This design comes from an exercise in tuning for small area and a short achievable clock period on the open sky130 flow, not from production work. No run shown here included a check of the RTL's function; only the layout flow was run. Power and IR drop assume default switching activity.

===== flow/flow/run.sh =====
#!/bin/bash
# Own layout flow: the standard ORFS flow (standard.sh, unchanged synthesis), with
#  - timing repair aimed below the design's period (SETUP_SLACK_MARGIN; the SDC is unchanged),
#  - port buffers of a normal buffer cell rather than the smallest one.
# Each step's full log is kept by ORFS under orfs/logs/; make's own output goes to flow.log.
set -uo pipefail
bash standard.sh SETUP_SLACK_MARGIN=7.3 "BUFFER_PORTS_ARGS=-buffer_cell sky130_fd_sc_hd__buf_4" finish > flow.log 2>&1

===== flow/standard.sh =====
#!/bin/bash
# synth_recipe.tcl (not shown) runs the flow's synth.tcl, then flattens the netlist and writes it again
# the make line also repeats each setting of config.mk as NAME=value (left out here)
make -C /OpenROAD-flow-scripts/flow DESIGN_CONFIG=/design/flow/config.mk WORK_HOME=/design/flow/orfs CLKGATE_MAP_FILE= SYNTH_SCRIPT=/design/flow/synth_recipe.tcl "${@:-finish}"

===== flow/config.mk =====
export PLATFORM = sky130hd
export DESIGN_NAME = rrc_filter
export DESIGN_NICKNAME = rrc_filter
export VERILOG_FILES = /design/flow/design.v
export SDC_FILE = /design/flow/constraint.sdc
export NUM_CORES = 4
export LEC_CHECK = 0
export ABC_CLOCK_PERIOD_IN_PS = 800
export CAP_MARGIN = 20
export CORE_MARGIN = 2
export CORE_UTILIZATION = 70
export CTS_BUF_LIST = sky130_fd_sc_hd__clkbuf_16
export CTS_CLUSTER_DIAMETER = 80
export CTS_CLUSTER_SIZE = 30
export PLACE_DENSITY = 0.75
export SLEW_MARGIN = 20
export SYNTH_HIERARCHICAL = 1

===== flow/constraint.sdc =====
create_clock -name core_clock -period 10.5 [get_ports {clk}]
set_input_delay 2.1000 -clock core_clock [delete_from_list [all_inputs] [get_ports {clk}]]
set_output_delay 2.1000 -clock core_clock [all_outputs]
set_load 0.01 [all_outputs]

===== flow/design.v =====
module rrc_filter #(
	parameter WIDTH = 9
)(
	input logic clk,
	input logic rst,
	input logic signed [WIDTH-1:0] filter_in,
	output logic signed [WIDTH-1:0] filter_out
);
  logic [8:0] sr0, sr1, sr2, sr3, sr4, sr5, sr6, sr7, sr8, sr9, sr10, sr11, sr12, sr13, sr14, sr15, sr16, sr17, sr18, sr19, sr20, sr21, sr22, sr23, sr24, sr25, sr26, sr27;
  always_ff @(posedge clk or posedge rst) begin
    if (rst) begin
      sr0 <= 9'h000;
      sr1 <= 9'h000;
      sr2 <= 9'h000;
      sr3 <= 9'h000;
      sr4 <= 9'h000;
      sr5 <= 9'h000;
      sr6 <= 9'h000;
      sr7 <= 9'h000;
      sr8 <= 9'h000;
      sr9 <= 9'h000;
      sr10 <= 9'h000;
      sr11 <= 9'h000;
      sr12 <= 9'h000;
      sr13 <= 9'h000;
      sr14 <= 9'h000;
      sr15 <= 9'h000;
      sr16 <= 9'h000;
      sr17 <= 9'h000;
      sr18 <= 9'h000;
      sr19 <= 9'h000;
      sr20 <= 9'h000;
      sr21 <= 9'h000;
      sr22 <= 9'h000;
      sr23 <= 9'h000;
      sr24 <= 9'h000;
      sr25 <= 9'h000;
      sr26 <= 9'h000;
      sr27 <= 9'h000;
    end else begin
      sr0 <= filter_in;
      sr1 <= sr0;
      sr2 <= sr1;
      sr3 <= sr2;
      sr4 <= sr3;
      sr5 <= sr4;
      sr6 <= sr5;
      sr7 <= sr6;
      sr8 <= sr7;
      sr9 <= sr8;
      sr10 <= sr9;
      sr11 <= sr10;
      sr12 <= sr11;
      sr13 <= sr12;
      sr14 <= sr13;
      sr15 <= sr14;
      sr16 <= sr15;
      sr17 <= sr16;
      sr18 <= sr17;
      sr19 <= sr18;
      sr20 <= sr19;
      sr21 <= sr20;
      sr22 <= sr21;
      sr23 <= sr22;
      sr24 <= sr23;
      sr25 <= sr24;
      sr26 <= sr25;
      sr27 <= sr26;
    end
  end
  logic [9:0] t0;
  always_ff @(posedge clk or posedge rst) begin
    if (rst) t0 <= 10'd392;
    else t0 <= 10'd392 - {{1{filter_in[8]}}, filter_in};
  end
  logic [9:0] pv0;
  always_ff @(posedge clk or posedge rst) begin
    if (rst) pv0 <= 10'd0;
    else pv0 <= {sr11[8], sr11} + {sr13[8], sr13};
  end
  logic [27:0] cs3;
  logic [33:0] cs2;
  logic [34:0] cs1;
  wire n1 = ~sr26[0];
  wire s2, c3;
  rrc_fa u3 (.a(sr24[0]), .b(sr27[0]), .ci(n1), .s(s2), .co(c3));
  wire s4, c5;
  rrc_fa u5 (.a(sr16[0]), .b(sr18[0]), .ci(sr20[0]), .s(s4), .co(c5));
  wire s6, c7;
  rrc_fa u7 (.a(sr21[0]), .b(sr24[1]), .ci(sr27[1]), .s(s6), .co(c7));
  wire s8, c9;
  rrc_fa u9 (.a(sr23[0]), .b(sr26[1]), .ci(s4), .s(s8), .co(c9));
  wire n10 = ~s8;
  wire s11, c12;
  rrc_fa u12 (.a(c3), .b(s6), .ci(n10), .s(s11), .co(c12));
  wire s13, c14;
  rrc_fa u14 (.a(sr15[0]), .b(sr16[1]), .ci(sr18[1]), .s(s13), .co(c14));
  wire s15, c16;
  rrc_fa u16 (.a(sr20[1]), .b(sr23[1]), .ci(sr26[2]), .s(s15), .co(c16));
  wire s17, c18;
  rrc_fa u18 (.a(sr21[1]), .b(sr24[2]), .ci(sr27[2]), .s(s17), .co(c18));
  wire s19, c20;
  rrc_fa u20 (.a(c5), .b(s13), .ci(s15), .s(s19), .co(c20));
  wire n21 = ~c9;
  wire s22, c23;
  rrc_fa u23 (.a(c7), .b(s17), .ci(n21), .s(s22), .co(c23));
  wire n24 = ~s19;
  wire s25, c26;
  rrc_fa u26 (.a(n24), .b(c12), .ci(s22), .s(s25), .co(c26));
  wire s27, c28;
  rrc_fa u28 (.a(sr15[1]), .b(sr16[0]), .ci(sr16[2]), .s(s27), .co(c28));
  wire s29, c30;
  rrc_fa u30 (.a(sr17[0]), .b(sr18[2]), .ci(sr20[2]), .s(s29), .co(c30));
  wire s31, c32;
  rrc_fa u32 (.a(sr18[0]), .b(sr21[2]), .ci(sr24[3]), .s(s31), .co(c32));
  wire n33 = ~sr27[3];
  wire s34, c35;
  rrc_fa u35 (.a(sr23[2]), .b(sr26[3]), .ci(n33), .s(s34), .co(c35));
  wire s36, c37;
  rrc_fa u37 (.a(c14), .b(c16), .ci(s27), .s(s36), .co(c37));
  wire n38 = ~s29;
  wire s39, c40;
  rrc_fa u40 (.a(c18), .b(s31), .ci(n38), .s(s39), .co(c40));
  wire s41, c42;
  rrc_fa u42 (.a(s34), .b(c20), .ci(s36), .s(s41), .co(c42));
  wire n43 = ~s41;
  wire s44, c45;
  rrc_fa u45 (.a(s39), .b(c23), .ci(n43), .s(s44), .co(c45));
  wire s46, c47;
  rrc_fa u47 (.a(sr15[2]), .b(sr16[1]), .ci(sr16[3]), .s(s46), .co(c47));
  wire s48, c49;
  rrc_fa u49 (.a(sr17[1]), .b(sr18[3]), .ci(sr20[3]), .s(s48), .co(c49));
  wire s50, c51;
  rrc_fa u51 (.a(sr18[1]), .b(sr21[3]), .ci(sr24[4]), .s(s50), .co(c51));
  wire n52 = ~sr27[4];
  wire s53, c54;
  rrc_fa u54 (.a(sr23[3]), .b(sr26[4]), .ci(n52), .s(s53), .co(c54));
  wire s55, c56;
  rrc_fa u56 (.a(c28), .b(c30), .ci(c35), .s(s55), .co(c56));
  wire s57, c58;
  rrc_fa u58 (.a(s46), .b(s48), .ci(s53), .s(s57), .co(c58));
  wire s59, c60;
  rrc_fa u60 (.a(c32), .b(s50), .ci(c40), .s(s59), .co(c60));
  wire s61, c62;
  rrc_fa u62 (.a(c37), .b(s55), .ci(s57), .s(s61), .co(c62));
  wire n63 = ~s59;
  wire s64, c65;
  rrc_fa u65 (.a(c42), .b(n63), .ci(s61), .s(s64), .co(c65));
  wire s66, c67;
  rrc_fa u67 (.a(sr15[3]), .b(sr16[2]), .ci(sr16[4]), .s(s66), .co(c67));
  wire s68, c69;
  rrc_fa u69 (.a(sr17[2]), .b(sr18[4]), .ci(sr20[4]), .s(s68), .co(c69));
  wire s70, c71;
  rrc_fa u71 (.a(sr15[0]), .b(sr18[2]), .ci(sr21[4]), .s(s70), .co(c71));
  wire n72 = ~sr24[5];
  wire s73, c74;
  rrc_fa u74 (.a(sr23[4]), .b(sr26[5]), .ci(n72), .s(s73), .co(c74));
  wire s75, c76;
  rrc_fa u76 (.a(c47), .b(c49), .ci(c54), .s(s75), .co(c76));
  wire s77, c78;
  rrc_fa u78 (.a(sr27[5]), .b(c51), .ci(s70), .s(s77), .co(c78));
  wire s79, c80;
  rrc_fa u80 (.a(s66), .b(s68), .ci(s73), .s(s79), .co(c80));
  wire s81, c82;
  rrc_fa u82 (.a(c56), .b(c58), .ci(s75), .s(s81), .co(c82));
  wire n83 = ~s79;
  wire s84, c85;
  rrc_fa u85 (.a(s77), .b(n83), .ci(c60), .s(s84), .co(c85));
  wire s86, c87;
  rrc_fa u87 (.a(c62), .b(s81), .ci(c65), .s(s86), .co(c87));
  wire s88, c89;
  rrc_fa u89 (.a(sr15[4]), .b(sr16[3]), .ci(sr16[5]), .s(s88), .co(c89));
  wire s90, c91;
  rrc_fa u91 (.a(sr17[3]), .b(sr18[5]), .ci(sr20[5]), .s(s90), .co(c91));
  wire s92, c93;
  rrc_fa u93 (.a(sr15[1]), .b(sr18[3]), .ci(sr21[5]), .s(s92), .co(c93));
  wire n94 = ~sr24[6];
  wire s95, c96;
  rrc_fa u96 (.a(sr23[5]), .b(sr26[6]), .ci(n94), .s(s95), .co(c96));
  wire s97, c98;
  rrc_fa u98 (.a(c67), .b(c69), .ci(c74), .s(s97), .co(c98));
  wire s99, c100;
  rrc_fa u100 (.a(sr27[6]), .b(c71), .ci(s92), .s(s99), .co(c100));
  wire s101, c102;
  rrc_fa u102 (.a(s88), .b(s90), .ci(s95), .s(s101), .co(c102));
  wire s103, c104;
  rrc_fa u104 (.a(c76), .b(c80), .ci(s97), .s(s103), .co(c104));
  wire n105 = ~s101;
  wire s106, c107;
  rrc_fa u107 (.a(c78), .b(s99), .ci(n105), .s(s106), .co(c107));
  wire n108 = ~s106;
  wire s109, c110;
  rrc_fa u110 (.a(c82), .b(s103), .ci(n108), .s(s109), .co(c110));
  wire s111, c112;
  rrc_fa u112 (.a(sr15[5]), .b(sr16[4]), .ci(sr16[6]), .s(s111), .co(c112));
  wire s113, c114;
  rrc_fa u114 (.a(sr17[4]), .b(sr18[6]), .ci(sr20[6]), .s(s113), .co(c114));
  wire s115, c116;
  rrc_fa u116 (.a(sr15[2]), .b(sr18[4]), .ci(sr21[6]), .s(s115), .co(c116));
  wire n117 = ~sr24[7];
  wire s118, c119;
  rrc_fa u119 (.a(sr23[6]), .b(sr26[7]), .ci(n117), .s(s118), .co(c119));
  wire s120, c121;
  rrc_fa u121 (.a(c89), .b(c91), .ci(c96), .s(s120), .co(c121));
  wire s122, c123;
  rrc_fa u123 (.a(sr27[7]), .b(c93), .ci(s115), .s(s122), .co(c123));
  wire s124, c125;
  rrc_fa u125 (.a(s111), .b(s113), .ci(s118), .s(s124), .co(c125));
  wire s126, c127;
  rrc_fa u127 (.a(c98), .b(c102), .ci(s120), .s(s126), .co(c127));
  wire n128 = ~s124;
  wire s129, c130;
  rrc_fa u130 (.a(c100), .b(s122), .ci(n128), .s(s129), .co(c130));
  wire n131 = ~c107;
  wire s132, c133;
  rrc_fa u133 (.a(c104), .b(s126), .ci(n131), .s(s132), .co(c133));
  wire s134, c135;
  rrc_fa u135 (.a(sr15[6]), .b(sr16[5]), .ci(sr16[7]), .s(s134), .co(c135));
  wire s136, c137;
  rrc_fa u137 (.a(sr17[5]), .b(sr18[7]), .ci(sr20[7]), .s(s136), .co(c137));
  wire s138, c139;
  rrc_fa u139 (.a(sr23[7]), .b(sr24[8]), .ci(sr27[8]), .s(s138), .co(c139));
  wire s140, c141;
  rrc_fa u141 (.a(sr15[3]), .b(sr18[5]), .ci(sr21[7]), .s(s140), .co(c141));
  wire s142, c143;
  rrc_fa u143 (.a(c112), .b(c114), .ci(c119), .s(s142), .co(c143));
  wire s144, c145;
  rrc_fa u145 (.a(sr26[8]), .b(c116), .ci(s140), .s(s144), .co(c145));
  wire s146, c147;
  rrc_fa u147 (.a(s134), .b(s136), .ci(s138), .s(s146), .co(c147));
  wire s148, c149;
  rrc_fa u149 (.a(c121), .b(c125), .ci(s142), .s(s148), .co(c149));
  wire n150 = ~s146;
  wire s151, c152;
  rrc_fa u152 (.a(c123), .b(s144), .ci(n150), .s(s151), .co(c152));
  wire n153 = ~c130;
  wire s154, c155;
  rrc_fa u155 (.a(c127), .b(s148), .ci(n153), .s(s154), .co(c155));
  wire n156 = ~s151;
  wire s157, c158;
  rrc_fa u158 (.a(n156), .b(c133), .ci(s154), .s(s157), .co(c158));
  wire s159, c160;
  rrc_fa u160 (.a(sr15[7]), .b(sr16[6]), .ci(sr17[6]), .s(s159), .co(c160));
  wire s161, c162;
  rrc_fa u162 (.a(sr15[4]), .b(sr16[8]), .ci(sr18[6]), .s(s161), .co(c162));
  wire s163, c164;
  rrc_fa u164 (.a(sr18[8]), .b(sr20[8]), .ci(sr23[8]), .s(s163), .co(c164));
  wire s165, c166;
  rrc_fa u166 (.a(sr21[8]), .b(c135), .ci(c137), .s(s165), .co(c166));
  wire s167, c168;
  rrc_fa u168 (.a(c141), .b(s161), .ci(s163), .s(s167), .co(c168));
  wire s169, c170;
  rrc_fa u170 (.a(c139), .b(s159), .ci(c143), .s(s169), .co(c170));
  wire n171 = ~c145;
  wire s172, c173;
  rrc_fa u173 (.a(c147), .b(s165), .ci(n171), .s(s172), .co(c173));
  wire n174 = ~s167;
  wire s175, c176;
  rrc_fa u176 (.a(n174), .b(s169), .ci(c149), .s(s175), .co(c176));
  wire n177 = ~c152;
  wire s178, c179;
  rrc_fa u179 (.a(s172), .b(n177), .ci(s175), .s(s178), .co(c179));
  wire s180, c181;
  rrc_fa u181 (.a(sr15[5]), .b(sr15[8]), .ci(sr18[7]), .s(s180), .co(c181));
  wire s182, c183;
  rrc_fa u183 (.a(sr16[7]), .b(sr17[7]), .ci(c160), .s(s182), .co(c183));
  wire s184, c185;
  rrc_fa u185 (.a(c162), .b(c164), .ci(s180), .s(s184), .co(c185));
  wire n186 = ~c168;
  wire s187, c188;
  rrc_fa u188 (.a(c166), .b(s182), .ci(n186), .s(s187), .co(c188));
  wire n189 = ~s184;
  wire s190, c191;
  rrc_fa u191 (.a(n189), .b(c170), .ci(c173), .s(s190), .co(c191));
  wire s192, c193;
  rrc_fa u193 (.a(s187), .b(c176), .ci(s190), .s(s192), .co(c193));
  wire s194, c195;
  rrc_fa u195 (.a(sr15[6]), .b(sr16[8]), .ci(sr17[8]), .s(s194), .co(c195));
  wire n196 = ~sr18[8];
  wire s197, c198;
  rrc_fa u198 (.a(n196), .b(c181), .ci(s194), .s(s197), .co(c198));
  wire n199 = ~c183;
  wire s200, c201;
  rrc_fa u201 (.a(n199), .b(c185), .ci(s197), .s(s200), .co(c201));
  wire n202 = ~s200;
  wire s203, c204;
  rrc_fa u204 (.a(c188), .b(n202), .ci(c191), .s(s203), .co(c204));
  wire s205, c206;
  rrc_fa u206 (.a(sr15[7]), .b(c195), .ci(c198), .s(s205), .co(c206));
  wire n207 = ~cs3[1];
  wire s208, c209;
  rrc_fa u209 (.a(sr11[0]), .b(sr15[0]), .ci(n207), .s(s208), .co(c209));
  wire s210, c211;
  rrc_fa u211 (.a(sr11[1]), .b(sr13[0]), .ci(sr15[1]), .s(s210), .co(c211));
  wire n212 = ~c209;
  wire s213, c214;
  rrc_fa u214 (.a(cs3[2]), .b(pv0[2]), .ci(n212), .s(s213), .co(c214));
  wire s215, c216;
  rrc_fa u216 (.a(sr8[0]), .b(sr11[2]), .ci(sr13[1]), .s(s215), .co(c216));
  wire s217, c218;
  rrc_fa u218 (.a(cs3[3]), .b(cs3[4]), .ci(pv0[3]), .s(s217), .co(c218));
  wire s219, c220;
  rrc_fa u220 (.a(sr15[2]), .b(c211), .ci(s215), .s(s219), .co(c220));
  wire n221 = ~s219;
  wire s222, c223;
  rrc_fa u223 (.a(s217), .b(c214), .ci(n221), .s(s222), .co(c223));
  wire s224, c225;
  rrc_fa u225 (.a(cs3[6]), .b(sr8[1]), .ci(sr11[3]), .s(s224), .co(c225));
  wire s226, c227;
  rrc_fa u227 (.a(cs3[5]), .b(sr11[0]), .ci(sr15[0]), .s(s226), .co(c227));
  wire n228 = ~pv0[0];
  wire s229, c230;
  rrc_fa u230 (.a(sr13[2]), .b(sr15[3]), .ci(n228), .s(s229), .co(c230));
  wire s231, c232;
  rrc_fa u232 (.a(pv0[4]), .b(c218), .ci(s226), .s(s231), .co(c232));
  wire s233, c234;
  rrc_fa u234 (.a(c216), .b(s224), .ci(s229), .s(s233), .co(c234));
  wire n235 = ~s231;
  wire s236, c237;
  rrc_fa u237 (.a(c220), .b(s233), .ci(n235), .s(s236), .co(c237));
  wire s238, c239;
  rrc_fa u239 (.a(cs3[8]), .b(sr8[2]), .ci(sr11[4]), .s(s238), .co(c239));
  wire s240, c241;
  rrc_fa u241 (.a(cs3[7]), .b(sr11[1]), .ci(sr15[1]), .s(s240), .co(c241));
  wire n242 = ~pv0[1];
  wire s243, c244;
  rrc_fa u244 (.a(sr13[3]), .b(sr15[4]), .ci(n242), .s(s243), .co(c244));
  wire s245, c246;
  rrc_fa u246 (.a(c225), .b(c230), .ci(s238), .s(s245), .co(c246));
  wire s247, c248;
  rrc_fa u248 (.a(pv0[5]), .b(c227), .ci(s240), .s(s247), .co(c248));
  wire s249, c250;
  rrc_fa u250 (.a(s243), .b(c234), .ci(s245), .s(s249), .co(c250));
  wire n251 = ~c237;
  wire s252, c253;
  rrc_fa u253 (.a(c232), .b(s247), .ci(n251), .s(s252), .co(c253));
  wire s254, c255;
  rrc_fa u255 (.a(cs3[10]), .b(cs3[11]), .ci(sr8[3]), .s(s254), .co(c255));
  wire s256, c257;
  rrc_fa u257 (.a(sr11[5]), .b(sr13[0]), .ci(sr13[4]), .s(s256), .co(c257));
  wire s258, c259;
  rrc_fa u259 (.a(cs3[9]), .b(sr11[2]), .ci(sr15[2]), .s(s258), .co(c259));
  wire n260 = ~sr15[5];
  wire s261, c262;
  rrc_fa u262 (.a(pv0[2]), .b(pv0[6]), .ci(n260), .s(s261), .co(c262));
  wire s263, c264;
  rrc_fa u264 (.a(c239), .b(c244), .ci(s254), .s(s263), .co(c264));
  wire s265, c266;
  rrc_fa u266 (.a(c241), .b(s258), .ci(s261), .s(s265), .co(c266));
  wire s267, c268;
  rrc_fa u268 (.a(s256), .b(c246), .ci(s263), .s(s267), .co(c268));
  wire n269 = ~c250;
  wire s270, c271;
  rrc_fa u271 (.a(c248), .b(s265), .ci(n269), .s(s270), .co(c271));
  wire n272 = ~s267;
  wire s273, c274;
  rrc_fa u274 (.a(n272), .b(c253), .ci(s270), .s(s273), .co(c274));
  wire s275, c276;
  rrc_fa u276 (.a(cs3[13]), .b(cs3[14]), .ci(sr8[4]), .s(s275), .co(c276));
  wire s277, c278;
  rrc_fa u278 (.a(sr11[6]), .b(sr13[0]), .ci(sr13[1]), .s(s277), .co(c278));
  wire s279, c280;
  rrc_fa u280 (.a(sr13[5]), .b(sr15[6]), .ci(pv0[0]), .s(s279), .co(c280));
  wire s281, c282;
  rrc_fa u282 (.a(cs3[12]), .b(sr11[3]), .ci(sr15[3]), .s(s281), .co(c282));
  wire s283, c284;
  rrc_fa u284 (.a(pv0[3]), .b(pv0[7]), .ci(c259), .s(s283), .co(c284));
  wire s285, c286;
  rrc_fa u286 (.a(c255), .b(c257), .ci(s275), .s(s285), .co(c286));
  wire n287 = ~c262;
  wire s288, c289;
  rrc_fa u289 (.a(n287), .b(s277), .ci(s279), .s(s288), .co(c289));
  wire s290, c291;
  rrc_fa u291 (.a(s281), .b(s283), .ci(c266), .s(s290), .co(c291));
  wire s292, c293;
  rrc_fa u293 (.a(c264), .b(s285), .ci(s288), .s(s292), .co(c293));
  wire n294 = ~s290;
  wire s295, c296;
  rrc_fa u296 (.a(c268), .b(n294), .ci(s292), .s(s295), .co(c296));
  wire s297, c298;
  rrc_fa u298 (.a(cs3[15]), .b(sr8[5]), .ci(sr11[7]), .s(s297), .co(c298));
  wire s299, c300;
  rrc_fa u300 (.a(sr13[1]), .b(sr13[2]), .ci(sr13[6]), .s(s299), .co(c300));
  wire s301, c302;
  rrc_fa u302 (.a(sr11[4]), .b(sr15[4]), .ci(pv0[4]), .s(s301), .co(c302));
  wire n303 = ~pv0[8];
  wire s304, c305;
  rrc_fa u305 (.a(sr15[7]), .b(pv0[1]), .ci(n303), .s(s304), .co(c305));
  wire s306, c307;
  rrc_fa u307 (.a(c276), .b(c278), .ci(c280), .s(s306), .co(c307));
  wire s308, c309;
  rrc_fa u309 (.a(s297), .b(s299), .ci(s304), .s(s308), .co(c309));
  wire s310, c311;
  rrc_fa u311 (.a(c282), .b(s301), .ci(c284), .s(s310), .co(c311));
  wire s312, c313;
  rrc_fa u313 (.a(c286), .b(c289), .ci(s306), .s(s312), .co(c313));
  wire n314 = ~s308;
  wire s315, c316;
  rrc_fa u316 (.a(n314), .b(s310), .ci(c291), .s(s315), .co(c316));
  wire s317, c318;
  rrc_fa u318 (.a(c293), .b(s312), .ci(c296), .s(s317), .co(c318));
  wire s319, c320;
  rrc_fa u320 (.a(cs3[16]), .b(cs3[17]), .ci(cs3[18]), .s(s319), .co(c320));
  wire s321, c322;
  rrc_fa u322 (.a(sr8[6]), .b(sr13[2]), .ci(sr13[3]), .s(s321), .co(c322));
  wire s323, c324;
  rrc_fa u324 (.a(sr13[7]), .b(pv0[2]), .ci(pv0[9]), .s(s323), .co(c324));
  wire s325, c326;
  rrc_fa u326 (.a(sr11[5]), .b(sr11[8]), .ci(sr15[5]), .s(s325), .co(c326));
  wire s327, c328;
  rrc_fa u328 (.a(sr15[8]), .b(pv0[5]), .ci(c302), .s(s327), .co(c328));
  wire s329, c330;
  rrc_fa u330 (.a(c298), .b(c300), .ci(c305), .s(s329), .co(c330));
  wire s331, c332;
  rrc_fa u332 (.a(s319), .b(s321), .ci(s323), .s(s331), .co(c332));
  wire s333, c334;
  rrc_fa u334 (.a(c307), .b(c309), .ci(s329), .s(s333), .co(c334));
  wire n335 = ~s331;
  wire s336, c337;
  rrc_fa u337 (.a(s325), .b(s327), .ci(n335), .s(s336), .co(c337));
  wire n338 = ~c311;
  wire s339, c340;
  rrc_fa u340 (.a(n338), .b(c313), .ci(s333), .s(s339), .co(c340));
  wire n341 = ~s339;
  wire s342, c343;
  rrc_fa u343 (.a(s336), .b(c316), .ci(n341), .s(s342), .co(c343));
  wire s344, c345;
  rrc_fa u345 (.a(cs3[19]), .b(cs3[20]), .ci(sr8[7]), .s(s344), .co(c345));
  wire s346, c347;
  rrc_fa u347 (.a(sr13[3]), .b(sr13[4]), .ci(pv0[3]), .s(s346), .co(c347));
  wire s348, c349;
  rrc_fa u349 (.a(sr11[6]), .b(sr13[8]), .ci(sr15[6]), .s(s348), .co(c349));
  wire s350, c351;
  rrc_fa u351 (.a(c320), .b(c322), .ci(c324), .s(s350), .co(c351));
  wire s352, c353;
  rrc_fa u353 (.a(pv0[6]), .b(c326), .ci(s348), .s(s352), .co(c353));
  wire s354, c355;
  rrc_fa u355 (.a(s344), .b(s346), .ci(c330), .s(s354), .co(c355));
  wire n356 = ~c328;
  wire s357, c358;
  rrc_fa u358 (.a(n356), .b(c332), .ci(s350), .s(s357), .co(c358));
  wire n359 = ~s352;
  wire s360, c361;
  rrc_fa u361 (.a(n359), .b(s354), .ci(c334), .s(s360), .co(c361));
  wire s362, c363;
  rrc_fa u363 (.a(s357), .b(c340), .ci(s360), .s(s362), .co(c363));
  wire s364, c365;
  rrc_fa u365 (.a(cs3[21]), .b(cs3[22]), .ci(sr13[4]), .s(s364), .co(c365));
  wire s366, c367;
  rrc_fa u367 (.a(sr8[8]), .b(sr11[7]), .ci(sr15[7]), .s(s366), .co(c367));
  wire n368 = ~pv0[7];
  wire s369, c370;
  rrc_fa u370 (.a(sr13[5]), .b(pv0[4]), .ci(n368), .s(s369), .co(c370));
  wire s371, c372;
  rrc_fa u372 (.a(c345), .b(c347), .ci(s364), .s(s371), .co(c372));
  wire n373 = ~s369;
  wire s374, c375;
  rrc_fa u375 (.a(c349), .b(s366), .ci(n373), .s(s374), .co(c375));
  wire n376 = ~c353;
  wire s377, c378;
  rrc_fa u378 (.a(c351), .b(n376), .ci(s371), .s(s377), .co(c378));
  wire n379 = ~s374;
  wire s380, c381;
  rrc_fa u381 (.a(n379), .b(c355), .ci(c358), .s(s380), .co(c381));
  wire s382, c383;
  rrc_fa u383 (.a(s377), .b(c361), .ci(s380), .s(s382), .co(c383));
  wire s384, c385;
  rrc_fa u385 (.a(cs3[25]), .b(sr11[8]), .ci(sr13[5]), .s(s384), .co(c385));
  wire s386, c387;
  rrc_fa u387 (.a(sr13[6]), .b(sr15[8]), .ci(pv0[5]), .s(s386), .co(c387));
  wire s388, c389;
  rrc_fa u389 (.a(cs3[23]), .b(cs3[24]), .ci(pv0[8]), .s(s388), .co(c389));
  wire s390, c391;
  rrc_fa u391 (.a(c365), .b(c370), .ci(s384), .s(s390), .co(c391));
  wire n392 = ~s386;
  wire s393, c394;
  rrc_fa u394 (.a(c367), .b(s388), .ci(n392), .s(s393), .co(c394));
  wire n395 = ~c375;
  wire s396, c397;
  rrc_fa u397 (.a(c372), .b(s390), .ci(n395), .s(s396), .co(c397));
  wire n398 = ~s393;
  wire s399, c400;
  rrc_fa u400 (.a(n398), .b(c378), .ci(s396), .s(s399), .co(c400));
  wire s401, c402;
  rrc_fa u402 (.a(cs3[26]), .b(sr13[6]), .ci(sr13[7]), .s(s401), .co(c402));
  wire n403 = ~cs3[27];
  wire s404, c405;
  rrc_fa u405 (.a(pv0[6]), .b(pv0[9]), .ci(n403), .s(s404), .co(c405));
  wire s406, c407;
  rrc_fa u407 (.a(c385), .b(c387), .ci(s401), .s(s406), .co(c407));
  wire n408 = ~c389;
  wire s409, c410;
  rrc_fa u410 (.a(n408), .b(s404), .ci(c391), .s(s409), .co(c410));
  wire s411, c412;
  rrc_fa u412 (.a(s406), .b(s409), .ci(c397), .s(s411), .co(c412));
  wire n413 = ~c394;
  wire s414, c415;
  rrc_fa u415 (.a(n413), .b(c400), .ci(s411), .s(s414), .co(c415));
  wire n416 = ~sr13[8];
  wire s417, c418;
  rrc_fa u418 (.a(sr13[7]), .b(pv0[7]), .ci(n416), .s(s417), .co(c418));
  wire s419, c420;
  rrc_fa u420 (.a(c402), .b(c405), .ci(s417), .s(s419), .co(c420));
  wire s421, c422;
  rrc_fa u422 (.a(c407), .b(s419), .ci(c410), .s(s421), .co(c422));
  wire n423 = ~sr13[8];
  wire s424, c425;
  rrc_fa u425 (.a(pv0[8]), .b(n423), .ci(c418), .s(s424), .co(c425));
  wire s426, c427;
  rrc_fa u427 (.a(c420), .b(s424), .ci(c422), .s(s426), .co(c427));
  wire n428 = ~pv0[9];
  wire s429, c430;
  rrc_fa u430 (.a(n428), .b(c425), .ci(c427), .s(s429), .co(c430));
  wire s431, c432;
  rrc_fa u432 (.a(cs2[0]), .b(cs2[1]), .ci(sr2[0]), .s(s431), .co(c432));
  wire s433, c434;
  rrc_fa u434 (.a(cs2[3]), .b(sr0[1]), .ci(sr3[0]), .s(s433), .co(c434));
  wire s435, c436;
  rrc_fa u436 (.a(sr6[0]), .b(sr8[0]), .ci(sr10[0]), .s(s435), .co(c436));
  wire s437, c438;
  rrc_fa u438 (.a(cs2[2]), .b(sr2[1]), .ci(sr5[0]), .s(s437), .co(c438));
  wire n439 = ~c432;
  wire s440, c441;
  rrc_fa u441 (.a(n439), .b(s433), .ci(s435), .s(s440), .co(c441));
  wire s442, c443;
  rrc_fa u443 (.a(cs2[4]), .b(sr0[2]), .ci(sr3[1]), .s(s442), .co(c443));
  wire s444, c445;
  rrc_fa u445 (.a(sr6[1]), .b(sr8[1]), .ci(sr10[1]), .s(s444), .co(c445));
  wire s446, c447;
  rrc_fa u447 (.a(cs2[5]), .b(sr2[2]), .ci(sr5[1]), .s(s446), .co(c447));
  wire s448, c449;
  rrc_fa u449 (.a(sr11[0]), .b(c434), .ci(c436), .s(s448), .co(c449));
  wire n450 = ~c438;
  wire s451, c452;
  rrc_fa u452 (.a(n450), .b(s442), .ci(s444), .s(s451), .co(c452));
  wire n453 = ~s446;
  wire s454, c455;
  rrc_fa u455 (.a(n453), .b(c441), .ci(s448), .s(s454), .co(c455));
  wire s456, c457;
  rrc_fa u457 (.a(sr0[3]), .b(sr3[2]), .ci(sr6[2]), .s(s456), .co(c457));
  wire s458, c459;
  rrc_fa u459 (.a(sr8[2]), .b(sr10[0]), .ci(sr10[2]), .s(s458), .co(c459));
  wire s460, c461;
  rrc_fa u461 (.a(cs2[6]), .b(sr2[3]), .ci(sr5[2]), .s(s460), .co(c461));
  wire s462, c463;
  rrc_fa u463 (.a(sr11[1]), .b(c443), .ci(c445), .s(s462), .co(c463));
  wire s464, c465;
  rrc_fa u465 (.a(sr8[0]), .b(c447), .ci(s460), .s(s464), .co(c465));
  wire s466, c467;
  rrc_fa u467 (.a(s456), .b(s458), .ci(c449), .s(s466), .co(c467));
  wire n468 = ~s464;
  wire s469, c470;
  rrc_fa u470 (.a(c452), .b(s462), .ci(n468), .s(s469), .co(c470));
  wire s471, c472;
  rrc_fa u472 (.a(s466), .b(c455), .ci(s469), .s(s471), .co(c472));
  wire s473, c474;
  rrc_fa u474 (.a(cs2[8]), .b(sr0[4]), .ci(sr3[3]), .s(s473), .co(c474));
  wire s475, c476;
  rrc_fa u476 (.a(sr6[3]), .b(sr8[3]), .ci(sr10[1]), .s(s475), .co(c476));
  wire s477, c478;
  rrc_fa u478 (.a(cs2[7]), .b(sr2[4]), .ci(sr5[3]), .s(s477), .co(c478));
  wire n479 = ~sr8[1];
  wire s480, c481;
  rrc_fa u481 (.a(sr10[3]), .b(sr11[2]), .ci(n479), .s(s480), .co(c481));
  wire s482, c483;
  rrc_fa u483 (.a(c457), .b(c459), .ci(s473), .s(s482), .co(c483));
  wire n484 = ~s475;
  wire s485, c486;
  rrc_fa u486 (.a(c461), .b(s477), .ci(n484), .s(s485), .co(c486));
  wire s487, c488;
  rrc_fa u488 (.a(s480), .b(c463), .ci(s482), .s(s487), .co(c488));
  wire n489 = ~c467;
  wire s490, c491;
  rrc_fa u491 (.a(c465), .b(s485), .ci(n489), .s(s490), .co(c491));
  wire n492 = ~s490;
  wire s493, c494;
  rrc_fa u494 (.a(c470), .b(s487), .ci(n492), .s(s493), .co(c494));
  wire s495, c496;
  rrc_fa u496 (.a(cs2[9]), .b(sr0[5]), .ci(sr3[4]), .s(s495), .co(c496));
  wire s497, c498;
  rrc_fa u498 (.a(sr6[4]), .b(sr8[4]), .ci(sr10[2]), .s(s497), .co(c498));
  wire s499, c500;
  rrc_fa u500 (.a(cs2[10]), .b(sr2[5]), .ci(sr5[4]), .s(s499), .co(c500));
  wire n501 = ~sr10[4];
  wire s502, c503;
  rrc_fa u503 (.a(sr8[2]), .b(sr11[0]), .ci(n501), .s(s502), .co(c503));
  wire s504, c505;
  rrc_fa u505 (.a(sr11[3]), .b(c474), .ci(c476), .s(s504), .co(c505));
  wire s506, c507;
  rrc_fa u507 (.a(c481), .b(s495), .ci(s497), .s(s506), .co(c507));
  wire s508, c509;
  rrc_fa u509 (.a(c478), .b(s499), .ci(s502), .s(s508), .co(c509));
  wire s510, c511;
  rrc_fa u511 (.a(c483), .b(s504), .ci(s506), .s(s510), .co(c511));
  wire n512 = ~c488;
  wire s513, c514;
  rrc_fa u514 (.a(c486), .b(s508), .ci(n512), .s(s513), .co(c514));
  wire n515 = ~s510;
  wire s516, c517;
  rrc_fa u517 (.a(n515), .b(c491), .ci(s513), .s(s516), .co(c517));
  wire s518, c519;
  rrc_fa u519 (.a(sr0[6]), .b(sr3[5]), .ci(sr6[5]), .s(s518), .co(c519));
  wire s520, c521;
  rrc_fa u521 (.a(sr8[5]), .b(sr10[3]), .ci(sr10[5]), .s(s520), .co(c521));
  wire s522, c523;
  rrc_fa u523 (.a(cs2[11]), .b(sr2[6]), .ci(sr5[5]), .s(s522), .co(c523));
  wire n524 = ~sr11[4];
  wire s525, c526;
  rrc_fa u526 (.a(sr8[3]), .b(sr11[1]), .ci(n524), .s(s525), .co(c526));
  wire s527, c528;
  rrc_fa u528 (.a(c496), .b(c498), .ci(s518), .s(s527), .co(c528));
  wire s529, c530;
  rrc_fa u530 (.a(c500), .b(c503), .ci(s522), .s(s529), .co(c530));
  wire n531 = ~s525;
  wire s532, c533;
  rrc_fa u533 (.a(s520), .b(n531), .ci(c505), .s(s532), .co(c533));
  wire n534 = ~c509;
  wire s535, c536;
  rrc_fa u536 (.a(c507), .b(n534), .ci(s527), .s(s535), .co(c536));
  wire n537 = ~s529;
  wire s538, c539;
  rrc_fa u539 (.a(n537), .b(s532), .ci(c511), .s(s538), .co(c539));
  wire n540 = ~c514;
  wire s541, c542;
  rrc_fa u542 (.a(s535), .b(n540), .ci(s538), .s(s541), .co(c542));
  wire s543, c544;
  rrc_fa u544 (.a(cs2[13]), .b(sr0[7]), .ci(sr3[6]), .s(s543), .co(c544));
  wire s545, c546;
  rrc_fa u546 (.a(sr6[6]), .b(sr8[6]), .ci(sr10[4]), .s(s545), .co(c546));
  wire s547, c548;
  rrc_fa u548 (.a(cs2[12]), .b(cs2[14]), .ci(sr2[7]), .s(s547), .co(c548));
  wire s549, c550;
  rrc_fa u550 (.a(sr5[6]), .b(sr8[4]), .ci(sr11[2]), .s(s549), .co(c550));
  wire s551, c552;
  rrc_fa u552 (.a(sr10[6]), .b(sr11[5]), .ci(c519), .s(s551), .co(c552));
  wire s553, c554;
  rrc_fa u554 (.a(c523), .b(c526), .ci(s547), .s(s553), .co(c554));
  wire s555, c556;
  rrc_fa u556 (.a(c521), .b(s543), .ci(s545), .s(s555), .co(c556));
  wire s557, c558;
  rrc_fa u558 (.a(s549), .b(c530), .ci(s553), .s(s557), .co(c558));
  wire s559, c560;
  rrc_fa u560 (.a(c528), .b(s551), .ci(s555), .s(s559), .co(c560));
  wire s561, c562;
  rrc_fa u562 (.a(c533), .b(c536), .ci(s559), .s(s561), .co(c562));
  wire n563 = ~s557;
  wire s564, c565;
  rrc_fa u565 (.a(n563), .b(c539), .ci(s561), .s(s564), .co(c565));
  wire s566, c567;
  rrc_fa u567 (.a(cs2[16]), .b(sr2[8]), .ci(sr3[7]), .s(s566), .co(c567));
  wire s568, c569;
  rrc_fa u569 (.a(sr6[7]), .b(sr8[7]), .ci(sr10[5]), .s(s568), .co(c569));
  wire s570, c571;
  rrc_fa u571 (.a(cs2[15]), .b(sr0[8]), .ci(sr5[7]), .s(s570), .co(c571));
  wire n572 = ~sr10[7];
  wire s573, c574;
  rrc_fa u574 (.a(sr8[5]), .b(sr11[3]), .ci(n572), .s(s573), .co(c574));
  wire s575, c576;
  rrc_fa u576 (.a(sr11[6]), .b(c544), .ci(c546), .s(s575), .co(c576));
  wire s577, c578;
  rrc_fa u578 (.a(c548), .b(c550), .ci(s570), .s(s577), .co(c578));
  wire n579 = ~s573;
  wire s580, c581;
  rrc_fa u581 (.a(s566), .b(s568), .ci(n579), .s(s580), .co(c581));
  wire s582, c583;
  rrc_fa u583 (.a(c552), .b(c556), .ci(s575), .s(s582), .co(c583));
  wire n584 = ~s580;
  wire s585, c586;
  rrc_fa u586 (.a(c554), .b(s577), .ci(n584), .s(s585), .co(c586));
  wire n587 = ~c558;
  wire s588, c589;
  rrc_fa u589 (.a(c560), .b(n587), .ci(s582), .s(s588), .co(c589));
  wire n590 = ~s585;
  wire s591, c592;
  rrc_fa u592 (.a(n590), .b(c562), .ci(s588), .s(s591), .co(c592));
  wire s593, c594;
  rrc_fa u594 (.a(cs2[17]), .b(sr5[8]), .ci(sr10[6]), .s(s593), .co(c594));
  wire s595, c596;
  rrc_fa u596 (.a(cs2[18]), .b(sr3[8]), .ci(sr6[8]), .s(s595), .co(c596));
  wire s597, c598;
  rrc_fa u598 (.a(sr8[6]), .b(sr8[8]), .ci(sr10[8]), .s(s597), .co(c598));
  wire s599, c600;
  rrc_fa u600 (.a(sr11[7]), .b(c567), .ci(c569), .s(s599), .co(c600));
  wire s601, c602;
  rrc_fa u602 (.a(sr11[4]), .b(c571), .ci(c574), .s(s601), .co(c602));
  wire n603 = ~s593;
  wire s604, c605;
  rrc_fa u605 (.a(s595), .b(s597), .ci(n603), .s(s604), .co(c605));
  wire s606, c607;
  rrc_fa u607 (.a(c576), .b(s599), .ci(c581), .s(s606), .co(c607));
  wire s608, c609;
  rrc_fa u609 (.a(c578), .b(s601), .ci(s604), .s(s608), .co(c609));
  wire n610 = ~c586;
  wire s611, c612;
  rrc_fa u612 (.a(c583), .b(s606), .ci(n610), .s(s611), .co(c612));
  wire s613, c614;
  rrc_fa u614 (.a(cs2[19]), .b(cs2[21]), .ci(sr8[7]), .s(s613), .co(c614));
  wire n615 = ~sr11[5];
  wire s616, c617;
  rrc_fa u617 (.a(cs2[20]), .b(sr10[7]), .ci(n615), .s(s616), .co(c617));
  wire s618, c619;
  rrc_fa u619 (.a(sr11[8]), .b(c596), .ci(c598), .s(s618), .co(c619));
  wire n620 = ~s613;
  wire s621, c622;
  rrc_fa u622 (.a(c594), .b(s616), .ci(n620), .s(s621), .co(c622));
  wire s623, c624;
  rrc_fa u624 (.a(c602), .b(s618), .ci(c605), .s(s623), .co(c624));
  wire s625, c626;
  rrc_fa u626 (.a(c600), .b(s621), .ci(c607), .s(s625), .co(c626));
  wire n627 = ~s625;
  wire s628, c629;
  rrc_fa u629 (.a(c609), .b(s623), .ci(n627), .s(s628), .co(c629));
  wire s630, c631;
  rrc_fa u631 (.a(cs2[22]), .b(cs2[23]), .ci(sr8[8]), .s(s630), .co(c631));
  wire s632, c633;
  rrc_fa u633 (.a(sr10[8]), .b(sr11[6]), .ci(c614), .s(s632), .co(c633));
  wire n634 = ~c619;
  wire s635, c636;
  rrc_fa u636 (.a(c617), .b(s630), .ci(n634), .s(s635), .co(c636));
  wire n637 = ~c622;
  wire s638, c639;
  rrc_fa u639 (.a(s632), .b(n637), .ci(c624), .s(s638), .co(c639));
  wire n640 = ~s638;
  wire s641, c642;
  rrc_fa u642 (.a(s635), .b(c626), .ci(n640), .s(s641), .co(c642));
  wire s643, c644;
  rrc_fa u644 (.a(cs2[24]), .b(cs2[25]), .ci(cs2[26]), .s(s643), .co(c644));
  wire n645 = ~sr11[7];
  wire s646, c647;
  rrc_fa u647 (.a(n645), .b(c631), .ci(s643), .s(s646), .co(c647));
  wire n648 = ~c633;
  wire s649, c650;
  rrc_fa u650 (.a(n648), .b(s646), .ci(c636), .s(s649), .co(c650));
  wire s651, c652;
  rrc_fa u652 (.a(cs2[27]), .b(sr11[8]), .ci(c644), .s(s651), .co(c652));
  wire s653, c654;
  rrc_fa u654 (.a(c647), .b(s651), .ci(c650), .s(s653), .co(c654));
  wire s655, c656;
  rrc_fa u656 (.a(cs2[28]), .b(cs2[29]), .ci(cs2[30]), .s(s655), .co(c656));
  wire s657, c658;
  rrc_fa u658 (.a(s655), .b(c652), .ci(c654), .s(s657), .co(c658));
  wire n659 = ~cs1[1];
  wire n660 = ~cs1[2];
  wire n661 = ~cs1[10];
  wire n662 = ~cs1[11];
  wire n663 = ~cs1[17];
  wire n664 = ~cs1[22];
  wire n665 = ~cs1[23];
  wire n666 = ~cs1[25];
  wire s667, c668;
  rrc_ha u668 (.a(cs1[18]), .b(cs1[19]), .s(s667), .co(c668));
  wire s669, c670;
  rrc_ha u670 (.a(cs1[20]), .b(t0[9]), .s(s669), .co(c670));
  wire s671, c672;
  rrc_fa1 u672 (.a(cs1[21]), .b(n664), .s(s671), .co(c672));
  wire s673, c674;
  rrc_ha u674 (.a(cs1[0]), .b(t0[0]), .s(s673), .co(c674));
  wire s675, c676;
  rrc_fa u676 (.a(cs1[3]), .b(t0[1]), .ci(n660), .s(s675), .co(c676));
  wire s677, c678;
  rrc_fa u678 (.a(cs1[4]), .b(cs1[5]), .ci(t0[2]), .s(s677), .co(c678));
  wire s679, c680;
  rrc_ha u680 (.a(cs1[6]), .b(t0[3]), .s(s679), .co(c680));
  wire s681, c682;
  rrc_fa u682 (.a(cs1[7]), .b(cs1[8]), .ci(t0[4]), .s(s681), .co(c682));
  wire s683, c684;
  rrc_fa u684 (.a(cs1[9]), .b(t0[5]), .ci(n661), .s(s683), .co(c684));
  wire s685, c686;
  rrc_fa u686 (.a(cs1[12]), .b(t0[6]), .ci(n662), .s(s685), .co(c686));
  wire s687, c688;
  rrc_fa u688 (.a(cs1[13]), .b(cs1[14]), .ci(t0[7]), .s(s687), .co(c688));
  wire s689, c690;
  rrc_fa u690 (.a(cs1[15]), .b(cs1[16]), .ci(t0[8]), .s(s689), .co(c690));
  wire s691, c692;
  rrc_fa u692 (.a(n663), .b(s667), .ci(s669), .s(s691), .co(c692));
  wire s693, c694;
  rrc_fa u694 (.a(c668), .b(c670), .ci(s671), .s(s693), .co(c694));
  wire s695, c696;
  rrc_fa u696 (.a(cs1[24]), .b(n665), .ci(c672), .s(s695), .co(c696));
  wire s697, c698;
  rrc_fa u698 (.a(cs1[26]), .b(cs1[27]), .ci(n666), .s(s697), .co(c698));
  wire n699 = ~cs1[28];
  wire n700 = ~cs1[29];
  wire s701, c702;
  rrc_fa u702 (.a(cs1[30]), .b(cs1[31]), .ci(cs1[32]), .s(s701), .co(c702));
  wire n703 = ~cs1[33];
  always_ff @(posedge clk or posedge rst) begin
    if (rst) cs3 <= 28'b0000111010101100010100011011;
    else cs3 <= {c206, sr15[8], c204, s205, c201, s203, c193, s192, c179, c158, s178, c155, s157, s132, c110, s129, c87, s109, c85, s86, s84, s64, c45, s44, c26, s25, s11, s2};
  end
  always_ff @(posedge clk or posedge rst) begin
    if (rst) cs2 <= 34'b1000001110110001011010110101100001;
    else cs2 <= {c430, s429, s426, c415, c412, s421, s414, c383, s399, c381, s382, c363, c343, s362, c337, s342, c318, s317, s315, c274, s295, c271, s273, s252, s249, s236, c223, s222, s213, s210, s208, pv0[1], pv0[0], cs3[0]};
  end
  always_ff @(posedge clk or posedge rst) begin
    if (rst) cs1 <= 35'b10000111100100010011001100100011010;
    else cs1 <= {cs2[33], cs2[32], c658, c656, cs2[31], s657, s653, c642, s649, c639, s641, c629, s628, c612, c592, s611, c589, s608, s591, c565, s564, c542, s541, c517, s516, c494, s493, c472, s471, s454, s451, s440, s437, s431, sr0[0]};
  end
  wire [18:0] fa_ = {1'b1, cs1[34], n703, s701, n700, n699, s697, s695, s693, s691, s689, s687, s685, s683, s681, s679, s677, s675, n659};
  wire [18:0] fb_ = {1'b0, cs1[33], c702, cs1[29], cs1[28], c698, c696, c694, c692, c690, c688, c686, c684, c682, c680, c678, c676, c674, s673};
  wire [18:0] sum_ = fa_ + fb_;
  wire ovf_ = (sum_[18] != sum_[16]) || (sum_[17] != sum_[16]);
  wire [8:0] y_ = ovf_ ? (sum_[18] ? 9'h100 : 9'h0ff) : sum_[16:8];
  always_ff @(posedge clk or posedge rst) begin
    if (rst) filter_out <= 9'd0;
    else filter_out <= y_;
  end
endmodule
module rrc_fa (input logic a, input logic b, input logic ci, output logic s, output logic co);
  assign s = a ^ b ^ ci;
  assign co = (a & b) | (a & ci) | (b & ci);
endmodule
module rrc_carry8 (input logic [7:0] a, input logic [7:0] b, output logic co);
  wire [8:0] t = {1'b0, a} + {1'b0, b};
  assign co = t[8];
endmodule
module rrc_hsat (input logic [10:0] a, input logic [10:0] b, input logic ci, output logic [8:0] y);
  wire [11:0] t2 = {a, ci} + {b, ci};
  wire [10:0] t = t2[11:1];
  wire ovf = (t[10] != t[8]) || (t[9] != t[8]);
  assign y = ovf ? (t[10] ? 9'h100 : 9'h0ff) : t[8:0];
endmodule
module rrc_fa1 (input logic a, input logic b, output logic s, output logic co);
  assign s = ~(a ^ b);
  assign co = a | b;
endmodule
module rrc_ha (input logic a, input logic b, output logic s, output logic co);
  assign s = a ^ b;
  assign co = a & b;
endmodule

==> results of run 1 <==
==> cells in the final DEF (no fill, tap or decap), types with 5 or more instances in the layout <==
cell,n
nor2_1,12
o21ai_1,7
a21oi_2,6
buf_4,29
nand2_1,17
inv_1,124
a21oi_1,21
clkbuf_16,17
a21o_1,5
xor2_1,11
ha_1,31
dfrtp_2,11
dfstp_2,47
xnor2_1,9
dfrtp_1,317
fa_1,296
==> per-module statistics from Yosys (local to each module, per instance) <==
| module | flops+latches | cells inside | times used |
|---|---|---|---|
| rrc_fa1 | 0 | 5 | 1 |
| rrc_fa | 0 | 1 | 295 |
| rrc_filter | 375 | 665 | 1 |
| rrc_ha | 0 | 1 | 4 |
==> logic make-up after synthesis <==
kind of cell,after synthesis
XOR/XNOR,21
multiplexers,1
adder cells (fa/ha/maj),328
AO/OA/AOI/OAI,72
flip-flops,375
buffers and inverters,121
AND/OR/NAND/NOR,51
==> final cells by class <==
class | instances | area, µm²
tap | 324 | 405.4
sequential | 375 | 9457
timing repair buffer | 32 | 255.2
fill | 1394 | 5809
inverter | 119 | 450.4
clock buffer | 17 | 425.4
multi-input combinational | 474 | 7401
clock inverter | 10 | 45.04
==> power groups by stage <==
stage                     Clock, mW  Combinational, mW  Sequential (mW)
after global routing          0.797               3.81             2.07
after global placement            0               3.09             2.06
after detailed placement          0               3.26             2.07
after CTS                     0.744               3.28             2.05
final                         0.721               3.33             2.04
after floorplan                   0               2.44             2.02
==> per-layer routing <==
metal	vias to the layer above	track usage, %	routed length (µm)
li1	3088	-	-
met1	4148	37.46	12700
met2	106	40.81	14730
met3	50	2.799	727
met4	0	5.966	736
met5	-	0	0
==> what timing repair did <==
item | 4_1_cts | 5_1_grt
pin swaps | 0 | 4
gates resized for setup | 3 | 16
setup buffers | 0 | 8
gates cloned | 0 | 1
setup endpoints to repair | 151 | 167
hold buffers | 0 | 0
==> metrics by stage <==
stage | cells | total power [mW]
2_1_floorplan | 969 | 4.460
3_3_place_gp | 1315 | 5.148
3_5_place_dp | 1315 | 5.331
4_1_cts | 1342 | 6.066
5_1_grt | 1351 | 6.686
6_report | 1351 | 6.094
==> sequential cells by signal, indices dropped and copies added (netlist names), 10 cells and up <==
register,flops
cs1,34
cs2,34
cs3,28
pv0,10
==> worst min path at each step <==
stage | from | to | slack (ns) | cells past startpoint
6_report | sr4[7]$_DFF_PP0_ | sr5[7]$_DFF_PP0_ | 0.34 | 0
3_3_place_gp | sr9[6]$_DFF_PP0_ | sr10[6]$_DFF_PP0_ | 0.33 | 0
2_1_floorplan | cs2[31]$_DFF_PP0_ | cs1[30]$_DFF_PP0_ | 0.33 | 0
4_1_cts | sr4[7]$_DFF_PP0_ | sr5[7]$_DFF_PP0_ | 0.34 | 0
3_5_place_dp | sr9[6]$_DFF_PP0_ | sr10[6]$_DFF_PP0_ | 0.33 | 0
5_1_grt | sr4[7]$_DFF_PP0_ | sr5[7]$_DFF_PP0_ | 0.36 | 0
==> run_results.csv, run 1 <==
group,metric,value,unit
clocking,cts_max_level,1,
logic_synthesis,synth-edff-count,0,
logic_synthesis,synth-simple-area-share,1.587,%
setup_path,max_stage_delay,0.39,ns
sta,finClkSkew,0.02313,ns
placed_design,dp_slack,6.469,ns
logic_synthesis,synth_top_family_by_area,"adder cells",
drt,vias,7392,
setup_path,cp-startpoint,"filter_out[2]$_DFF_PP0_",
sta,rsz0062_at_grt,"false",
logic_synthesis,synth_commonest_cells,"dfrtp_1 (328), fa_1 (296), inv_1 (119)",
floorplanning,die_x,161.0,µm
logic_synthesis,ys_async_sr_fraction,100.0,%
logic_synthesis,yosys.area.top_type,"dfrtp_1",
logic_synthesis,synth_warnings,7,
placed_design,port_buffers,19,
layout,final_layout_size_suffix_gt1_share,13.34,%
setup_path,endpoint,"filter_out[2]",
setup_path,critPathLaunchType,"register",
setup_path,r2r-end,"cs3[15]$_DFF_PP1_",
global_routing,antenna_found_initial,0,
setup_path,ff2ff_path_depth,5,
drt,viasPerCell,5.472,
sta,setup_viol,0,
power_and_ir_drop,p_leak,8.134,nW
layout,areaGrowthSynthToFinish,6.813,%
logic_synthesis,synth-compound-area-share,3.189,%
logic_synthesis,syn_inst,969,
sta,hold_viol_final,0,
sta,period_share,29.80,%
setup_path,crit_required,8.40,ns
run_status,outcome,"no timing/DRC/antenna violations",
job,max_cap_violations,0,
layout,final_nets,1357,
drt,drc,0,
logic_synthesis,synthMuxAreaShare,0.05798,%
setup_path,worstPathArrival,1.03,ns
global_routing,grt_pass1_wl,48280,µm
placed_design,place_hpwl,22340,µm
power_and_ir_drop,power_frac_seq,33.5,%
setup_path,cp_top_family,"flip-flops",
logic_synthesis,yosysUniqueCellTypes,50,
sta,slew_violations,0,
logic_synthesis,ys_ff_latch,375,
floorplanning,initial_utilization,71.19,%
clocking,cts.sinks,375,
setup_path,crit_type,"reg -> out",
floorplanning,core,24250,µm²
sta,tightest_slew,0.9147,ns
setup_path,crit_path_end_kind,"primary output",
logic_synthesis,netlist_area,17260,µm²
logic_synthesis,yosys.area_share.xor_xnor,1.174,%
power_and_ir_drop,clkPwrFrac,11.8,%
setup_path,cp_max_fo,1,
global_routing,grt_pass1_vias,8822,
hold_path,hold_class,"reg -> reg",
drt,wl,28890,µm
setup_path,crit_buf_inv,1,
floorplanning,die_h,161.0,µm
clocking,clkLatencyLatePin,0.51,ns
setup_path,slowest_stage,"dfrtp_1",
drt,drt_iter0_drc,480,
logic_synthesis,synth_top_cell_area_share,47.55,%
setup_path,r2r_start,"sr15[3]$_DFF_PP0_",
clocking,clk_path_buf_depth,3,
logic_synthesis,synth-main-ff-cell,"dfrtp_1",
power_and_ir_drop,peakVddDrop,0.3170,mV
power_and_ir_drop,internal_power,3.628,mW
logic_synthesis,seq_area_frac_synth,54.70,%
clocking,cts_tree,"done",
drt,ant_nets,0,
setup_path,cp.depth,1,
sta,slew_headroom,39.02,%
sta,max_freq,319.6,MHz
layout,n_antenna_cell,0,
logic_synthesis,syn_area_per_cell,17.82,µm²
logic_synthesis,synth-adder-area-share,36.65,%
logic_synthesis,synth_fp_nets,1308,
floorplanning,row_count,57,
drt,first_pass_iters,4,
sta,period_minus_slack,3.129,ns
floorplanning,die_area,25930,µm²
clocking,cts_root_buf,"clkbuf_16",
power_and_ir_drop,p_sw,2.465,mW
setup_path,reg2reg_slack,7.38,ns
clocking,numCtsBuffers,16,
power_and_ir_drop,switching_share,40.46,%
drt,drt-wirelength-per-cell,21.38,µm
layout,final_area,18440,µm²
floorplanning,io_pins,20,
setup_path,crit_chain,"buf_4",
power_and_ir_drop,p_comb_share,54.7,%
power_and_ir_drop,p_per_area,330.5,nW/µm²
global_routing,grt_max_degree,90,
sta,fin_ws,7.371,ns
global_routing,track_usage,24.80,%
layout,final_util,76.04,%
logic_synthesis,synthMostInstantiatedCell,"dfrtp_1",
placed_design,place_area,17840,µm²
clocking,clk_pin_slew,0.11,ns
global_routing,grt.overflow.total,0,
placed_design,gp_congestion,0.8593,
logic_synthesis,synth_area_leaders,"dfrtp_1 (48%), fa_1 (34%), dfstp_2 (7.2%), inv_1 (2.6%), ha_1 (2.3%)",
sta,setup_tns,0,ns
sta,whs,0.3386,ns
==> run 2: changes to the inputs <==
--- a/flow/flow/run.sh
+++ b/flow/flow/run.sh
@@ -6,2 +6,2 @@
 set -uo pipefail
-bash standard.sh SETUP_SLACK_MARGIN=7.3 "BUFFER_PORTS_ARGS=-buffer_cell sky130_fd_sc_hd__buf_4" finish > flow.log 2>&1
+bash standard.sh SETUP_SLACK_MARGIN=7.55 "BUFFER_PORTS_ARGS=-buffer_cell sky130_fd_sc_hd__buf_4" finish > flow.log 2>&1
==> run_results.csv, run 2 <==
group,metric,value,unit
logic_synthesis,synth_fp_nets,1308,
logic_synthesis,yosys.area.top_type,"dfrtp_1",
clocking,clk_pin_slew,0.11,ns
drt,ant_nets,0,
floorplanning,initial_utilization,71.19,%
logic_synthesis,synth-compound-area-share,3.189,%
clocking,clkLatencyLatePin,0.53,ns
drt,wl,30260,µm
floorplanning,die_x,161.0,µm
global_routing,grt_max_degree,102,
floorplanning,io_pins,20,
setup_path,r2r_start,"sr13[5]$_DFF_PP0_",
logic_synthesis,netlist_area,17260,µm²
drt,first_pass_iters,4,
setup_path,r2r-end,"cs2[32]$_DFF_PP0_",
sta,hold_viol_final,0,
drt,drt-wirelength-per-cell,21.62,µm
logic_synthesis,ys_async_sr_fraction,100.0,%
layout,layout_common_cells,"dfrtp_1 (284), fa_1 (240), inv_1 (115), buf_4 (61), fa_2 (56)",
logic_synthesis,yosysUniqueCellTypes,50,
layout,reg_top3,"cs1 x34, cs2 x34, cs3 x28",
sta,slew_headroom,63.69,%
logic_synthesis,seq_area_frac_synth,54.70,%
hold_path,hold_class,"reg -> reg",
run_status,outcome,"no timing/DRC/antenna violations",
logic_synthesis,synth-adder-area-share,36.65,%
global_routing,antenna_found_initial,0,
logic_synthesis,synth_area_leaders,"dfrtp_1 (48%), fa_1 (34%), dfstp_2 (7.2%), inv_1 (2.6%), ha_1 (2.3%)",
placed_design,gp_congestion,0.8513,
logic_synthesis,synthMostInstantiatedCell,"dfrtp_1",
sta,setup_tns,0,ns
floorplanning,die_area,25930,µm²
logic_synthesis,synth_top_family_by_area,"adder cells",
layout,final_util,79.89,%
layout,final_layout_size_suffix_gt1_share,28.44,%
hold_path,hold_path_end,"sr26[8]$_DFF_PP0_",
setup_path,cp_max_fo,1,
clocking,cts_root_buf,"clkbuf_16",
global_routing,track_usage,25.79,%
sta,period_share,29.57,%
logic_synthesis,synth_top_cell_area_share,47.55,%
global_routing,grt_pass1_vias,9288,
placed_design,placedCellCount,1313,
setup_path,crit_type,"reg -> out",
logic_synthesis,ys_ff_latch,375,
hold_path,hold-path-cell-count,0,
setup_path,crit_chain,"buf_6",
power_and_ir_drop,peakVddDrop,0.3533,mV
layout,n_antenna_cell,0,
floorplanning,die_h,161.0,µm
job,max_cap_violations,0,
clocking,numCtsBuffers,17,
layout,final_area,19370,µm²
logic_synthesis,synthMuxAreaShare,0.05798,%
clocking,cts_hold_buffers,0,
setup_path,max_stage_delay,0.39,ns
floorplanning,core,24250,µm²
logic_synthesis,synth_commonest_cells,"dfrtp_1 (328), fa_1 (296), inv_1 (119)",
clocking,cts_tree,"done",
power_and_ir_drop,p_per_area,341.3,nW/µm²
layout,final_nets,1406,
sta,period_minus_slack,3.105,ns
logic_synthesis,syn_inst,969,
setup_path,crit_buf_inv,1,
sta,rsz0062_at_grt,"true",
setup_path,critPathLaunchType,"register",
logic_synthesis,synth-main-ff-cell,"dfrtp_1",
global_routing,grt_pass1_wl,50320,µm
clocking,clk_path_buf_depth,3,
clocking,cts_max_level,1,
layout,final_common_cell,"dfrtp_1",
power_and_ir_drop,p_leak,8.356,nW
power_and_ir_drop,totalPowerFinal,6.612,mW
drt,drt_iter0_drc,357,
setup_path,reg2reg_slack,7.45,ns
logic_synthesis,synth-edff-count,0,
hold_path,holdCritStartpoint,"sr25[8]$_DFF_PP0_",
placed_design,port_buffers,19,
placed_design,place_hpwl,22080,µm
clocking,cts.sinks,375,
drt,drc,0,
layout,layout.cells.non_filler,1400,
logic_synthesis,synth-simple-area-share,1.587,%
drt,viasPerCell,5.453,
floorplanning,row_count,57,
global_routing,grt.overflow.total,0,
setup_path,cp_top_family,"flip-flops",
drt,vias,7634,
setup_path,ff2ff_path_depth,7,
logic_synthesis,yosys.area_share.xor_xnor,1.174,%
sta,tightest_slew,0.5446,ns
setup_path,crit_required,8.40,ns
logic_synthesis,syn_area_per_cell,17.82,µm²
sta,max_freq,322.0,MHz
sta,slew_violations,0,
placed_design,place_area,17840,µm²
logic_synthesis,synth_warnings,7,
layout,areaGrowthSynthToFinish,12.22,%
setup_path,slowest_stage,"dfrtp_1",
sta,setup_viol,0,
sta,finClkSkew,0.02326,ns
setup_path,crit_path_end_kind,"primary output",
setup_path,worstPathArrival,1.01,ns
[run 2: what timing repair did]
action,4_1_cts,5_1_grt
endpoints found under the setup margin,225,210
pin swaps,28,49
gates cloned,3,0
gates resized for setup,101,64
buffers inserted,36,20
[run 2: cells by family (layout without fill, tap and decap cells)]
group / Yosys count / in the layout
XOR/XNOR: 21 / 22
multiplexers: 1 / 1
AND/OR/NAND/NOR: 51 / 51
adder cells (fa/ha/maj): 328 / 328
AO/OA/AOI/OAI: 72 / 73
buffers and inverters: 121 / 226
flip-flops: 375 / 375
[run 2: power breakdown]
| part | leakage, nW | switching (mW) | internal, mW |
|---|---|---|---|
| Clock | 0.263 | 0.439 | 0.310 |
| Sequential | 4.28 | 0.183 | 1.86 |
| Combinational | 3.81 | 2.09 | 1.73 |
| Total | 8.36 | 2.72 | 3.90 |
[run 2: routing by layer]
layer | track usage, % | vias to the layer above | part of all wire [%]
met5 | 0 | - | 0
met4 | 5.925 | 0 | 2.1
met3 | 2.671 | 48 | 2.7
met2 | 44.15 | 123 | 54
met1 | 37.57 | 4276 | 42
li1 | - | 3187 | -
[run 2: stage by stage]
| stage | setup WS, ns | hold slack, ns |
|---|---|---|
| floorplan | 3.402 | 0.3312 |
| global placement | 6.363 | 0.3313 |
| detailed placement | 6.289 | 0.3347 |
| CTS | 7.374 | 0.3395 |
| global route | 7.353 | 0.3508 |
| finish | 7.395 | 0.3417 |
[run 2: worst max-delay path by stage]
stage | from | endpoint | cells past startpoint
finish | filter_out[1]$_DFF_PP0_ | filter_out[1] | 1
detailed placement | rst | sr20[1]$_DFF_PP0_ | 4
CTS | filter_out[1]$_DFF_PP0_ | filter_out[1] | 1
floorplan | rst | cs1[10]$_DFF_PP0_ | 1
global route | filter_out[1]$_DFF_PP0_ | filter_out[1] | 1
global placement | rst | sr17[0]$_DFF_PP0_ | 4
[run 2: modules after synthesis, one instance, submodules excluded]
module | flops+latches | cell area, µm²
rrc_filter | 375 | 11280
rrc_ha | 0 | 12.51
rrc_fa1 | 0 | 27.53
rrc_fa | 0 | 20.02
[run 2: final cells by class]
cell class              instances  area [µm²]
repair buffers                 79       742.0
fillers                      1258        4876
multi-input cells             475        7770
clock inverters                11       81.33
clock buffers                  17       425.4
inverters                     119       450.4
flip-flops and latches        375        9498
well taps                     324       405.4

[afterwards: timing with drivers on the ports]
The flow's constraints put no driver on any port. The routed layouts listed below were extracted and timed again, unchanged, in two steps. Step 1: set_driving_cell puts a clkbuf_16 on clk and a buf_2 on each other input, an assumption about the parent block. Step 2 moves the port delays by t, midway between the first and last clock arrival at a register: inputs arrive t later, outputs are due t later. That takes back most of the time a late clock gives input paths. Slacks: no drivers / after step 1 / after step 2; pairs: no drivers / after step 1.
run | t (ns) | setup WS [ns] | hold slack, ns | slew at the worst register clock pin (ns)
run 1 | 0.553 | 7.371 / 7.321 / 7.022 | 0.339 / 0.339 / 0.339 | 0.11 / 0.11
run 2 | 0.563 | 7.395 / 7.346 / 7.200 | 0.342 / 0.342 / 0.342 | 0.11 / 0.11
After both steps setup and hold are still met in every run listed. The setup slack of run 1, which loses most, moves by -0.050 ns with the drivers and by -0.349 ns with both steps. Setup slack includes reset recovery checks.
